Context: an optimization exercise on an open-source flow, tuned for small area and a short achievable clock period. The choices shown serve that exercise and are no tape-out recipe.
Only simulation tests tie the RTL to the original design; equivalence was not proved.

==> inputs of run a <==
// Butterfly_Unit
module Butterfly_Unit (
    input clk,
    input reset,
    input [1:0] operation,   
    input valid_in,
    input [11:0] a_in,
    input [11:0] b_in,
    input [11:0] zeta,
    output reg [11:0] a_out,
    output reg [11:0] b_out,
    output reg valid_out
);
==> module Butterfly_Unit, before the edit <==
module Butterfly_Unit (
    input clk,
    input reset,
    input [1:0] operation,   
    input valid_in,
    input [11:0] a_in,
    input [11:0] b_in,
    input [11:0] zeta,
    output reg [11:0] a_out,
    output reg [11:0] b_out,
    output reg valid_out
);
    localparam [12:0] Q = 13'd3329;
    wire        intt0 = operation[0];
    wire [12:0] d0    = {1'b0, a_in} - {1'b0, b_in};
    wire [12:0] ds0, dc0;
    CSA #(13) csa_d (.a({1'b0, a_in}), .b({1'b1, ~b_in}), .c(13'd3330), .s(ds0), .y(dc0));
    wire [12:0] dq0   = ds0 + dc0;                                   
    wire [11:0] m0    = !intt0 ? b_in : (d0[12] ? dq0[11:0] : d0[11:0]);
    wire [12:0] s0    = {1'b0, a_in} + {1'b0, b_in & {12{intt0}}};
    reg [11:0] m1, z1;
    reg [12:0] s1;
    reg [1:0]  op1;
    reg        v1;
    always @(posedge clk) begin
        m1  <= m0;
        s1  <= s0;
        z1  <= zeta;
        op1 <= operation;
    end
    wire [23:0] px1, py1;
    Mul12_CS mul (.a(z1), .b(m1), .x(px1), .y(py1));
    reg [23:0] px2, py2;
    reg [12:0] s2;
    reg [1:0]  op2;
    reg        v2;
    always @(posedge clk) begin
        px2 <= px1;
        py2 <= py1;
        s2  <= s1;
        op2 <= op1;
    end
    wire [11:0] h2 = px2[23:12] + py2[23:12];
    wire [12:0] t0;
    wire [11:0] t1;
    wire [14:0] t2;
    Tab_P12 tab0 (.h(h2[3:0]),  .t(t0));
    Tab_P16 tab1 (.h(h2[7:4]),  .t(t1));
    Tab_P20 tab2 (.h(h2[11:8]), .t(t2));
    wire [14:0] sa, ca, sb, cb, sc, cc;
    CSA #(15) csa_a (.a({3'b000, px2[11:0]}), .b({3'b000, py2[11:0]}), .c({2'b00, t0}), .s(sa), .y(ca));
    CSA #(15) csa_b (.a(sa), .b(ca), .c({3'b000, t1}), .s(sb), .y(cb));
    CSA #(15) csa_c (.a(sb), .b(cb), .c(t2), .s(sc), .y(cc));
    reg [14:0] xs3, xc3;
    reg [12:0] s3;
    reg [1:0]  op3;
    reg        v3;
    always @(posedge clk) begin
        xs3 <= sc;
        xc3 <= cc;
        s3  <= s2;
        op3 <= op2;
    end
    wire [14:0] x3 = xs3 + xc3;
    wire [14:0] ks1, kc1, ks2, kc2, ks3, kc3, ks4, kc4;
    CSA #(15) csa_k1 (.a(xs3), .b(xc3), .c(15'h72ff), .s(ks1), .y(kc1));    
    CSA #(15) csa_k2 (.a(xs3), .b(xc3), .c(15'h65fe), .s(ks2), .y(kc2));    
    CSA #(15) csa_k3 (.a(xs3), .b(xc3), .c(15'h58fd), .s(ks3), .y(kc3));    
    CSA #(15) csa_k4 (.a(xs3), .b(xc3), .c(15'h4bfc), .s(ks4), .y(kc4));    
    wire [14:0] x1 = ks1 + kc1;
    wire [14:0] x2 = ks2 + kc2;
    wire [14:0] x3q = ks3 + kc3;
    wire [14:0] x4 = ks4 + kc4;
    wire [11:0] r3 = !x4[14]  ? x4[11:0]  :
                     !x3q[14] ? x3q[11:0] :
                     !x2[14]  ? x2[11:0]  :
                     !x1[14]  ? x1[11:0]  : x3[11:0];
    reg [11:0] r4;
    reg [12:0] s4;
    reg [1:0]  op4;
    reg        v4;
    always @(posedge clk) begin
        r4  <= r3;
        s4  <= s3;
        op4 <= op3;
    end
    wire [11:0] rn4 = r4 & {12{~op4[0]}};
    wire [12:0] t4  = s4 + {1'b0, rn4};                            
    wire [13:0] ts4, tc4;
    CSA #(14) csa_t (.a({1'b0, s4}), .b({2'b00, rn4}), .c(14'h32ff), .s(ts4), .y(tc4));
    wire [13:0] tm4 = ts4 + tc4;                                   
    wire [11:0] ao4 = tm4[13] ? t4[11:0] : tm4[11:0];
    wire [12:0] u4  = {1'b0, s4[11:0]} - {1'b0, r4};
    wire [12:0] us4, uc4;
    CSA #(13) csa_u (.a({1'b0, s4[11:0]}), .b({1'b1, ~r4}), .c(13'd3330), .s(us4), .y(uc4));
    wire [12:0] uq4 = us4 + uc4;                                   
    wire [11:0] bo4 = op4[0] ? r4 : (u4[12] ? uq4[11:0] : u4[11:0]);
    always @(posedge clk) begin
        a_out <= op4[1] ? 12'd0 : ao4;
        b_out <= op4[1] ? 12'd0 : bo4;
    end
    always @(posedge clk) begin
        if (reset) begin
            v1 <= 1'b0; v2 <= 1'b0; v3 <= 1'b0; v4 <= 1'b0; valid_out <= 1'b0;
        end else begin
            v1 <= valid_in; v2 <= v1; v3 <= v2; v4 <= v3; valid_out <= v4;
        end
    end
endmodule
make LEC_CHECK=0 CAP_MARGIN=20 CORE_MARGIN=2 CORE_UTILIZATION=40 SETUP_SLACK_MARGIN=2.5 SLEW_MARGIN=20 finish   # period 6.5 ns
run.sh (not shown) runs the stock make flow with config.mk's settings and CLKGATE_MAP_FILE= SYNTH_SCRIPT=/design/flow/synth_recipe.tcl, a recipe that flattens the netlist after the stock synthesis.
==> run b: changes against run a <==
--- a/flow/design.v
+++ b/flow/design.v
@@ -218,27 +218,28 @@
 );
     localparam [12:0] Q = 13'd3329;
     wire        intt0 = operation[0];
+    wire        zero0 = operation[1];
     wire [12:0] d0    = {1'b0, a_in} - {1'b0, b_in};
     wire [12:0] ds0, dc0;
     CSA #(13) csa_d (.a({1'b0, a_in}), .b({1'b1, ~b_in}), .c(13'd3330), .s(ds0), .y(dc0));
     wire [12:0] dq0   = ds0 + dc0;                                   
     wire [11:0] m0    = !intt0 ? b_in : (d0[12] ? dq0[11:0] : d0[11:0]);
-    wire [12:0] s0    = {1'b0, a_in} + {1'b0, b_in & {12{intt0}}};
+    wire [12:0] s0    = {1'b0, a_in & {12{~zero0}}} + {1'b0, b_in & {12{intt0 & ~zero0}}};
     reg [11:0] m1, z1;
     reg [12:0] s1;
-    reg [1:0]  op1;
+    reg        op1;
     reg        v1;
     always @(posedge clk) begin
         m1  <= m0;
         s1  <= s0;
-        z1  <= zeta;
-        op1 <= operation;
+        z1  <= zeta & {12{~zero0}};
+        op1 <= intt0;
     end
     wire [23:0] px1, py1;
     Mul12_CS mul (.a(z1), .b(m1), .x(px1), .y(py1));
     reg [23:0] px2, py2;
     reg [12:0] s2;
-    reg [1:0]  op2;
+    reg        op2;
     reg        v2;
     always @(posedge clk) begin
         px2 <= px1;
@@ -259,7 +260,7 @@
     CSA #(15) csa_c (.a(sb), .b(cb), .c(t2), .s(sc), .y(cc));
     reg [14:0] xs3, xc3;
     reg [12:0] s3;
-    reg [1:0]  op3;
+    reg        op3;
     reg        v3;
     always @(posedge clk) begin
         xs3 <= sc;
@@ -267,43 +268,36 @@
         s3  <= s2;
         op3 <= op2;
     end
-    wire [14:0] x3 = xs3 + xc3;
-    wire [14:0] ks1, kc1, ks2, kc2, ks3, kc3, ks4, kc4;
-    CSA #(15) csa_k1 (.a(xs3), .b(xc3), .c(15'h72ff), .s(ks1), .y(kc1));    
-    CSA #(15) csa_k2 (.a(xs3), .b(xc3), .c(15'h65fe), .s(ks2), .y(kc2));    
-    CSA #(15) csa_k3 (.a(xs3), .b(xc3), .c(15'h58fd), .s(ks3), .y(kc3));    
-    CSA #(15) csa_k4 (.a(xs3), .b(xc3), .c(15'h4bfc), .s(ks4), .y(kc4));    
-    wire [14:0] x1 = ks1 + kc1;
-    wire [14:0] x2 = ks2 + kc2;
-    wire [14:0] x3q = ks3 + kc3;
-    wire [14:0] x4 = ks4 + kc4;
-    wire [11:0] r3 = !x4[14]  ? x4[11:0]  :
-                     !x3q[14] ? x3q[11:0] :
-                     !x2[14]  ? x2[11:0]  :
-                     !x1[14]  ? x1[11:0]  : x3[11:0];
+    wire [14:0] x3  = xs3 + xc3;
+    wire        ge1 = x3 >= 15'd3329;
+    wire        ge2 = x3 >= 15'd6658;
+    wire        ge3 = x3 >= 15'd9987;
+    wire        ge4 = x3 >= 15'd13316;
+    wire [11:0] x31 = x3[11:0] + 12'd767;
+    wire [11:0] x32 = x3[11:0] + 12'd1534;
+    wire [11:0] x33 = x3[11:0] + 12'd2301;
+    wire [11:0] x34 = x3[11:0] + 12'd3068;
+    wire [11:0] r3  = ge4 ? x34 : ge3 ? x33 : ge2 ? x32 : ge1 ? x31 : x3[11:0];
     reg [11:0] r4;
     reg [12:0] s4;
-    reg [1:0]  op4;
+    reg        op4;
     reg        v4;
     always @(posedge clk) begin
         r4  <= r3;
         s4  <= s3;
         op4 <= op3;
     end
-    wire [11:0] rn4 = r4 & {12{~op4[0]}};
+    wire [11:0] rn4 = r4 & {12{~op4}};
     wire [12:0] t4  = s4 + {1'b0, rn4};                            
-    wire [13:0] ts4, tc4;
-    CSA #(14) csa_t (.a({1'b0, s4}), .b({2'b00, rn4}), .c(14'h32ff), .s(ts4), .y(tc4));
-    wire [13:0] tm4 = ts4 + tc4;                                   
-    wire [11:0] ao4 = tm4[13] ? t4[11:0] : tm4[11:0];
+    wire        tg4 = t4 >= 13'd3329;
+    wire [11:0] tm4 = t4[11:0] + 12'd767;
+    wire [11:0] ao4 = tg4 ? tm4 : t4[11:0];
     wire [12:0] u4  = {1'b0, s4[11:0]} - {1'b0, r4};
-    wire [12:0] us4, uc4;
-    CSA #(13) csa_u (.a({1'b0, s4[11:0]}), .b({1'b1, ~r4}), .c(13'd3330), .s(us4), .y(uc4));
-    wire [12:0] uq4 = us4 + uc4;                                   
-    wire [11:0] bo4 = op4[0] ? r4 : (u4[12] ? uq4[11:0] : u4[11:0]);
+    wire [11:0] uq4 = u4[11:0] + 12'd3329;
+    wire [11:0] bo4 = op4 ? r4 : (u4[12] ? uq4 : u4[11:0]);
     always @(posedge clk) begin
-        a_out <= op4[1] ? 12'd0 : ao4;
-        b_out <= op4[1] ? 12'd0 : bo4;
+        a_out <= ao4;
+        b_out <= bo4;
     end
     always @(posedge clk) begin
         if (reset) begin
--- a/flow/config.mk
+++ b/flow/config.mk
@@ -6,7 +6,9 @@
 export NUM_CORES = 4
 export LEC_CHECK = 0
 export CAP_MARGIN = 20
+export CELL_PAD_IN_SITES_DETAIL_PLACEMENT = 0
+export CELL_PAD_IN_SITES_GLOBAL_PLACEMENT = 0
 export CORE_MARGIN = 2
-export CORE_UTILIZATION = 40
-export SETUP_SLACK_MARGIN = 2.5
+export CORE_UTILIZATION = 55
+export SETUP_SLACK_MARGIN = 2.7
 export SLEW_MARGIN = 20
==> run c: changes against run a <==
--- a/flow/design.v
+++ b/flow/design.v
@@ -218,27 +218,28 @@
 );
     localparam [12:0] Q = 13'd3329;
     wire        intt0 = operation[0];
+    wire        zero0 = operation[1];
     wire [12:0] d0    = {1'b0, a_in} - {1'b0, b_in};
     wire [12:0] ds0, dc0;
     CSA #(13) csa_d (.a({1'b0, a_in}), .b({1'b1, ~b_in}), .c(13'd3330), .s(ds0), .y(dc0));
     wire [12:0] dq0   = ds0 + dc0;                                   
     wire [11:0] m0    = !intt0 ? b_in : (d0[12] ? dq0[11:0] : d0[11:0]);
-    wire [12:0] s0    = {1'b0, a_in} + {1'b0, b_in & {12{intt0}}};
+    wire [12:0] s0    = {1'b0, a_in & {12{~zero0}}} + {1'b0, b_in & {12{intt0 & ~zero0}}};
     reg [11:0] m1, z1;
     reg [12:0] s1;
-    reg [1:0]  op1;
+    reg        op1;
     reg        v1;
     always @(posedge clk) begin
         m1  <= m0;
         s1  <= s0;
-        z1  <= zeta;
-        op1 <= operation;
+        z1  <= zeta & {12{~zero0}};
+        op1 <= intt0;
     end
     wire [23:0] px1, py1;
     Mul12_CS mul (.a(z1), .b(m1), .x(px1), .y(py1));
     reg [23:0] px2, py2;
     reg [12:0] s2;
-    reg [1:0]  op2;
+    reg        op2;
     reg        v2;
     always @(posedge clk) begin
         px2 <= px1;
@@ -259,7 +260,7 @@
     CSA #(15) csa_c (.a(sb), .b(cb), .c(t2), .s(sc), .y(cc));
     reg [14:0] xs3, xc3;
     reg [12:0] s3;
-    reg [1:0]  op3;
+    reg        op3;
     reg        v3;
     always @(posedge clk) begin
         xs3 <= sc;
@@ -267,43 +268,36 @@
         s3  <= s2;
         op3 <= op2;
     end
-    wire [14:0] x3 = xs3 + xc3;
-    wire [14:0] ks1, kc1, ks2, kc2, ks3, kc3, ks4, kc4;
-    CSA #(15) csa_k1 (.a(xs3), .b(xc3), .c(15'h72ff), .s(ks1), .y(kc1));    
-    CSA #(15) csa_k2 (.a(xs3), .b(xc3), .c(15'h65fe), .s(ks2), .y(kc2));    
-    CSA #(15) csa_k3 (.a(xs3), .b(xc3), .c(15'h58fd), .s(ks3), .y(kc3));    
-    CSA #(15) csa_k4 (.a(xs3), .b(xc3), .c(15'h4bfc), .s(ks4), .y(kc4));    
-    wire [14:0] x1 = ks1 + kc1;
-    wire [14:0] x2 = ks2 + kc2;
-    wire [14:0] x3q = ks3 + kc3;
-    wire [14:0] x4 = ks4 + kc4;
-    wire [11:0] r3 = !x4[14]  ? x4[11:0]  :
-                     !x3q[14] ? x3q[11:0] :
-                     !x2[14]  ? x2[11:0]  :
-                     !x1[14]  ? x1[11:0]  : x3[11:0];
+    wire [14:0] x3  = xs3 + xc3;
+    wire        ge1 = x3 >= 15'd3329;
+    wire        ge2 = x3 >= 15'd6658;
+    wire        ge3 = x3 >= 15'd9987;
+    wire        ge4 = x3 >= 15'd13316;
+    wire [11:0] x31 = x3[11:0] + 12'd767;
+    wire [11:0] x32 = x3[11:0] + 12'd1534;
+    wire [11:0] x33 = x3[11:0] + 12'd2301;
+    wire [11:0] x34 = x3[11:0] + 12'd3068;
+    wire [11:0] r3  = ge4 ? x34 : ge3 ? x33 : ge2 ? x32 : ge1 ? x31 : x3[11:0];
     reg [11:0] r4;
     reg [12:0] s4;
-    reg [1:0]  op4;
+    reg        op4;
     reg        v4;
     always @(posedge clk) begin
         r4  <= r3;
         s4  <= s3;
         op4 <= op3;
     end
-    wire [11:0] rn4 = r4 & {12{~op4[0]}};
+    wire [11:0] rn4 = r4 & {12{~op4}};
     wire [12:0] t4  = s4 + {1'b0, rn4};                            
-    wire [13:0] ts4, tc4;
-    CSA #(14) csa_t (.a({1'b0, s4}), .b({2'b00, rn4}), .c(14'h32ff), .s(ts4), .y(tc4));
-    wire [13:0] tm4 = ts4 + tc4;                                   
-    wire [11:0] ao4 = tm4[13] ? t4[11:0] : tm4[11:0];
+    wire        tg4 = t4 >= 13'd3329;
+    wire [11:0] tm4 = t4[11:0] + 12'd767;
+    wire [11:0] ao4 = tg4 ? tm4 : t4[11:0];
     wire [12:0] u4  = {1'b0, s4[11:0]} - {1'b0, r4};
-    wire [12:0] us4, uc4;
-    CSA #(13) csa_u (.a({1'b0, s4[11:0]}), .b({1'b1, ~r4}), .c(13'd3330), .s(us4), .y(uc4));
-    wire [12:0] uq4 = us4 + uc4;                                   
-    wire [11:0] bo4 = op4[0] ? r4 : (u4[12] ? uq4[11:0] : u4[11:0]);
+    wire [11:0] uq4 = u4[11:0] + 12'd3329;
+    wire [11:0] bo4 = op4 ? r4 : (u4[12] ? uq4 : u4[11:0]);
     always @(posedge clk) begin
-        a_out <= op4[1] ? 12'd0 : ao4;
-        b_out <= op4[1] ? 12'd0 : bo4;
+        a_out <= ao4;
+        b_out <= bo4;
     end
     always @(posedge clk) begin
         if (reset) begin
--- a/flow/config.mk
+++ b/flow/config.mk
@@ -6,7 +6,10 @@
 export NUM_CORES = 4
 export LEC_CHECK = 0
 export CAP_MARGIN = 20
+export CELL_PAD_IN_SITES_DETAIL_PLACEMENT = 0
+export CELL_PAD_IN_SITES_GLOBAL_PLACEMENT = 0
 export CORE_MARGIN = 2
-export CORE_UTILIZATION = 40
-export SETUP_SLACK_MARGIN = 2.5
+export CORE_UTILIZATION = 55
+export SETUP_SLACK_MARGIN = 3.0
 export SLEW_MARGIN = 20
+export TNS_END_PERCENT = 0
==> run d: changes against run a <==
--- a/flow/design.v
+++ b/flow/design.v
@@ -218,27 +218,28 @@
 );
     localparam [12:0] Q = 13'd3329;
     wire        intt0 = operation[0];
+    wire        zero0 = operation[1];
     wire [12:0] d0    = {1'b0, a_in} - {1'b0, b_in};
     wire [12:0] ds0, dc0;
     CSA #(13) csa_d (.a({1'b0, a_in}), .b({1'b1, ~b_in}), .c(13'd3330), .s(ds0), .y(dc0));
     wire [12:0] dq0   = ds0 + dc0;                                   
     wire [11:0] m0    = !intt0 ? b_in : (d0[12] ? dq0[11:0] : d0[11:0]);
-    wire [12:0] s0    = {1'b0, a_in} + {1'b0, b_in & {12{intt0}}};
+    wire [12:0] s0    = {1'b0, a_in & {12{~zero0}}} + {1'b0, b_in & {12{intt0 & ~zero0}}};
     reg [11:0] m1, z1;
     reg [12:0] s1;
-    reg [1:0]  op1;
+    reg        op1;
     reg        v1;
     always @(posedge clk) begin
         m1  <= m0;
         s1  <= s0;
-        z1  <= zeta;
-        op1 <= operation;
+        z1  <= zeta & {12{~zero0}};
+        op1 <= intt0;
     end
     wire [23:0] px1, py1;
     Mul12_CS mul (.a(z1), .b(m1), .x(px1), .y(py1));
     reg [23:0] px2, py2;
     reg [12:0] s2;
-    reg [1:0]  op2;
+    reg        op2;
     reg        v2;
     always @(posedge clk) begin
         px2 <= px1;
@@ -259,7 +260,7 @@
     CSA #(15) csa_c (.a(sb), .b(cb), .c(t2), .s(sc), .y(cc));
     reg [14:0] xs3, xc3;
     reg [12:0] s3;
-    reg [1:0]  op3;
+    reg        op3;
     reg        v3;
     always @(posedge clk) begin
         xs3 <= sc;
@@ -267,43 +268,36 @@
         s3  <= s2;
         op3 <= op2;
     end
-    wire [14:0] x3 = xs3 + xc3;
-    wire [14:0] ks1, kc1, ks2, kc2, ks3, kc3, ks4, kc4;
-    CSA #(15) csa_k1 (.a(xs3), .b(xc3), .c(15'h72ff), .s(ks1), .y(kc1));    
-    CSA #(15) csa_k2 (.a(xs3), .b(xc3), .c(15'h65fe), .s(ks2), .y(kc2));    
-    CSA #(15) csa_k3 (.a(xs3), .b(xc3), .c(15'h58fd), .s(ks3), .y(kc3));    
-    CSA #(15) csa_k4 (.a(xs3), .b(xc3), .c(15'h4bfc), .s(ks4), .y(kc4));    
-    wire [14:0] x1 = ks1 + kc1;
-    wire [14:0] x2 = ks2 + kc2;
-    wire [14:0] x3q = ks3 + kc3;
-    wire [14:0] x4 = ks4 + kc4;
-    wire [11:0] r3 = !x4[14]  ? x4[11:0]  :
-                     !x3q[14] ? x3q[11:0] :
-                     !x2[14]  ? x2[11:0]  :
-                     !x1[14]  ? x1[11:0]  : x3[11:0];
+    wire [14:0] x3  = xs3 + xc3;
+    wire        ge1 = x3 >= 15'd3329;
+    wire        ge2 = x3 >= 15'd6658;
+    wire        ge3 = x3 >= 15'd9987;
+    wire        ge4 = x3 >= 15'd13316;
+    wire [11:0] x31 = x3[11:0] + 12'd767;
+    wire [11:0] x32 = x3[11:0] + 12'd1534;
+    wire [11:0] x33 = x3[11:0] + 12'd2301;
+    wire [11:0] x34 = x3[11:0] + 12'd3068;
+    wire [11:0] r3  = ge4 ? x34 : ge3 ? x33 : ge2 ? x32 : ge1 ? x31 : x3[11:0];
     reg [11:0] r4;
     reg [12:0] s4;
-    reg [1:0]  op4;
+    reg        op4;
     reg        v4;
     always @(posedge clk) begin
         r4  <= r3;
         s4  <= s3;
         op4 <= op3;
     end
-    wire [11:0] rn4 = r4 & {12{~op4[0]}};
+    wire [11:0] rn4 = r4 & {12{~op4}};
     wire [12:0] t4  = s4 + {1'b0, rn4};                            
-    wire [13:0] ts4, tc4;
-    CSA #(14) csa_t (.a({1'b0, s4}), .b({2'b00, rn4}), .c(14'h32ff), .s(ts4), .y(tc4));
-    wire [13:0] tm4 = ts4 + tc4;                                   
-    wire [11:0] ao4 = tm4[13] ? t4[11:0] : tm4[11:0];
+    wire        tg4 = t4 >= 13'd3329;
+    wire [11:0] tm4 = t4[11:0] + 12'd767;
+    wire [11:0] ao4 = tg4 ? tm4 : t4[11:0];
     wire [12:0] u4  = {1'b0, s4[11:0]} - {1'b0, r4};
-    wire [12:0] us4, uc4;
-    CSA #(13) csa_u (.a({1'b0, s4[11:0]}), .b({1'b1, ~r4}), .c(13'd3330), .s(us4), .y(uc4));
-    wire [12:0] uq4 = us4 + uc4;                                   
-    wire [11:0] bo4 = op4[0] ? r4 : (u4[12] ? uq4[11:0] : u4[11:0]);
+    wire [11:0] uq4 = u4[11:0] + 12'd3329;
+    wire [11:0] bo4 = op4 ? r4 : (u4[12] ? uq4 : u4[11:0]);
     always @(posedge clk) begin
-        a_out <= op4[1] ? 12'd0 : ao4;
-        b_out <= op4[1] ? 12'd0 : bo4;
+        a_out <= ao4;
+        b_out <= bo4;
     end
     always @(posedge clk) begin
         if (reset) begin
--- a/flow/config.mk
+++ b/flow/config.mk
@@ -6,7 +6,11 @@
 export NUM_CORES = 4
 export LEC_CHECK = 0
 export CAP_MARGIN = 20
+export CELL_PAD_IN_SITES_DETAIL_PLACEMENT = 0
+export CELL_PAD_IN_SITES_GLOBAL_PLACEMENT = 0
 export CORE_MARGIN = 2
-export CORE_UTILIZATION = 40
-export SETUP_SLACK_MARGIN = 2.5
+export CORE_UTILIZATION = 70
+export PLACE_DENSITY = 0.8
+export SETUP_SLACK_MARGIN = 3.0
 export SLEW_MARGIN = 20
+export TNS_END_PERCENT = 0
==> comparison <==
- Of run c and run d, run c has the higher register-to-register slack (gap 0.14 ns).
- Of run a and run c, run a has the higher synthesized cell count (gap 18%, measured against run c).
- Run d completed without violations. Run b completed with no timing, DRC or antenna violations. Run a completed without violations. Run c finished clean.
- Cell area, highest first: run a, run d, run c, run b.
- The highest worst hold slack belongs to run b, the lowest to run a.
==> figures <==
metric	run a	run c	run d	run b
Core region area	0.0409 sq mm	0.0261 sq mm	0.0204 sq mm	0.0261 sq mm
R2r setup slk	2.70 ns	2.91 ns	2.77 ns	2.77 ns
Number of nets produced by synthesis	2,212	1,849	1,849	1,849
Seq/Total Area, Yosys	0.240	0.266	0.266	0.266
Maximum operating frequency	263 MHz	279 MHz	268 MHz	268 MHz
#FFs+latches synth	199	195	195	195
Clock-pin slew on the worst setup and hold paths	0.09 ns	0.09 ns	0.08 ns	0.08 ns
Simple-gate share of the synthesized area	0.144	0.156	0.156	0.156
Result of the run	complete, no violations	complete, no violations	complete, no violations	complete, no violations
Final-layout clock-cell area share	0.0357	0.0347	0.0356	0.0367
Total area of multi-input combinational cells	0.0115 sq mm	0.0108 sq mm	0.0109 sq mm	0.0106 sq mm
Filler-free cell count of the finished design	2,406	2,013	1,953	1,978
Start point of the critical path	px2[13]	xc3[1]	xc3[1]	b_in[2]

-- re-timing with driven ports --
The results above use ideal ports. As a check the final layouts listed here were re-extracted and re-timed, cells and wires unchanged.
Step 1, drivers: a clkbuf_16 drives clk and a buf_2 each remaining input, both assumed.
Step 2 moves the port delays by t, midway between the first and last clock arrival at a register: inputs arrive t later, outputs are due t later. That takes back most of the time a late clock gives input paths.
Slacks: no drivers / after step 1 / after step 2; pairs: no drivers / after step 1.
| run | t, ns | slack for setup (ns) | worst register clock-pin slew, ns | cell pins on the clock port's net |
|---|---|---|---|---|
| run a | 0.504 | 2.702 / 2.702 / 2.238 | 0.09 / 0.09 | 1 |
| run b | 0.480 | 2.771 / 2.771 / 2.320 | 0.09 / 0.09 | 1 |
| run c | 0.482 | 2.913 / 2.913 / 2.520 | 0.09 / 0.09 | 1 |
| run d | 0.498 | 2.775 / 2.775 / 2.430 | 0.09 / 0.09 | 1 |
After both steps setup and hold are still met in every run listed. For run a, which loses most, drivers alone change the setup slack by 0.000 ns; drivers and shift together by -0.464 ns.
